Source: an optimization exercise on an open RTL-to-GDS flow (aim: small area and a short achievable clock period). Production flows keep margins and buffers that such runs may drop.
Only simulation tests tie the RTL to the original design; equivalence was not proved.
The flow treats the clock pin as an ideal source, which a real chip does not have.
Power and IR drop assume default switching activity.

==> v17 <==
// mul
module mul(clk,reset,opcode,go,
	   src_A,
	   src_B,
	   src_hilo,
	   rob_ptr_in,
	   gpr_prf_ptr_in,
	   hilo_prf_ptr_in,
	   y,complete,
	   rob_ptr_out,
	   gpr_prf_ptr_val_out,
	   gpr_prf_ptr_out,
	   hilo_prf_ptr_val_out,
	   hilo_prf_ptr_out);
clock: 10.5 ns
lec_check: 0
cap_margin: 20
core_margin: 2
core_utilization: 50
cts_cluster_diameter: 100
cts_cluster_size: 20
place_density: 0.75
slew_margin: 20
synth_hierarchical: 1
synth_minimum_keep_size: 0
standard.sh (not shown) runs the stock make flow with config.mk's settings and CLKGATE_MAP_FILE= SYNTH_SCRIPT=/design/flow/synth_recipe.tcl, a recipe that flattens the netlist after the stock synthesis.
==> flow/flow/run.sh <==
#!/bin/bash
set -euo pipefail
export SKEW_BUF=sky130_fd_sc_hd__clkbuf_4
export SKEW_MAX=6
bash standard.sh SETUP_SLACK_MARGIN=7.0 "BUFFER_PORTS_ARGS=-buffer_cell sky130_fd_sc_hd__buf_1" \
  "POST_CTS_TCL=$PWD/flow/skew.tcl" MATCH_CELL_FOOTPRINT=0 finish > make_finish.log 2>&1
==> flow/flow/skew.tcl <==
# Run after clock tree synthesis (POST_CTS_TCL): give the stage-1 registers (r1_*) their
# clock through one more small buffer, at most SKEW_MAX registers per buffer, so they
# clock a little later than r0/r2. This moves slack from the r1 -> r2 paths to the
# r0 -> r1 paths. Only registers whose paths start and end at other registers are moved:
# r1_v, which reset feeds, keeps its clock.
set block [ord::get_db_block]
set dbu [$block getDbUnitsPerMicron]
set maxn $::env(SKEW_MAX)
array unset grp
foreach inst [$block getInsts] {
  set n [$inst getName]
  if {![string match {r1_*} $n] || [string match {r1_v*} $n]} { continue }
  set it [$inst findITerm CLK]
  if {$it == "NULL"} { continue }
  set net [$it getNet]
  if {$net == "NULL"} { continue }
  set loc [$inst getLocation]
  lappend grp([$net getName]) [list [lindex $loc 0] [lindex $loc 1] "$n/CLK"]
}
set i 0
foreach netname [lsort [array names grp]] {
  # sinks of this clock net sorted by x, cut into chunks of at most maxn
  set sinks [lsort -integer -index 0 $grp($netname)]
  set nchunks [expr {([llength $sinks] + $maxn - 1) / $maxn}]
  set per [expr {([llength $sinks] + $nchunks - 1) / $nchunks}]
  for {set c 0} {$c < [llength $sinks]} {incr c $per} {
    set chunk [lrange $sinks $c [expr {$c + $per - 1}]]
    set sx 0; set sy 0; set names {}
    foreach s $chunk {
      set sx [expr {$sx + [lindex $s 0]}]
      set sy [expr {$sy + [lindex $s 1]}]
      lappend names [lindex $s 2]
    }
    set x [expr {double($sx) / [llength $chunk] / $dbu}]
    set y [expr {double($sy) / [llength $chunk] / $dbu}]
    set pins {}
    foreach p [get_pins -of_objects [get_nets $netname]] {
      set it [sta::sta_to_db_pin $p]
      if {$it == "NULL"} { continue }
      if {[lsearch -exact $names "[[$it getInst] getName]/CLK"] >= 0} { lappend pins $p }
    }
    if {[llength $pins] != [llength $chunk]} { error "skew: lost pins on $netname" }
    set bsta [insert_buffer -buffer_cell $::env(SKEW_BUF) -net [get_nets $netname] -load_pins $pins \
      -location [list $x $y] -buffer_name skew_buf_$i -net_name skew_net_$i]
    set bi [sta::sta_to_db_inst $bsta]
    [[$bi findITerm X] getNet] setSigType CLOCK
    incr i
  }
}
puts "skew: inserted $i buffers for the r1 registers"
detailed_placement
check_placement -verbose
estimate_parasitics -placement
report_clock_skew
==> v2: changes against v17 <==
==> flow/flow/run.sh (replaced) <==
#!/bin/bash
set -euo pipefail
bash standard.sh SETUP_SLACK_MARGIN=7.0 "BUFFER_PORTS_ARGS=-buffer_cell sky130_fd_sc_hd__buf_1" MATCH_CELL_FOOTPRINT=0 finish > make_finish.log 2>&1
removed: flow/flow/skew.tcl
==> run notes <==
In v2 the critical path depth is higher than in v17, by 1.
Synthesized cell count is the same in v2 and v17.
Against v17, the combinational power of v2 is larger by about 1%.
Area after synthesis is the same in v17 and v2.
In v2 the clock skew is lower than in v17, by 0.17 ns.

separate check: timing with driven ports:
The results above use ideal ports. As a check the final layouts listed here were re-extracted and re-timed, cells and wires unchanged. Step 1: set_driving_cell puts a clkbuf_16 on clk and a buf_2 on each other input, an assumption about the parent block. Step 2 adds t to the input delays and takes it off the output delays; t is the mean of the earliest and latest rising clock arrival at the registers after step 1. Input paths then give back, and output paths get back, about the clock's delay inside the block. Slacks: ideal / step 1 / step 2; pairs: ideal / step 1.
run	t (ns)	slack for setup (ns)	worst hold slack (ns)
v17	0.750	7.004 / 7.004 / 6.465	0.154 / 0.154 / 0.154
v2	0.684	7.008 / 7.008 / 6.535	0.324 / 0.324 / 0.324
After both steps every run listed still meets setup and hold. The setup slack of v17, which loses most, moves by 0.000 ns with the drivers and by -0.539 ns with both steps.
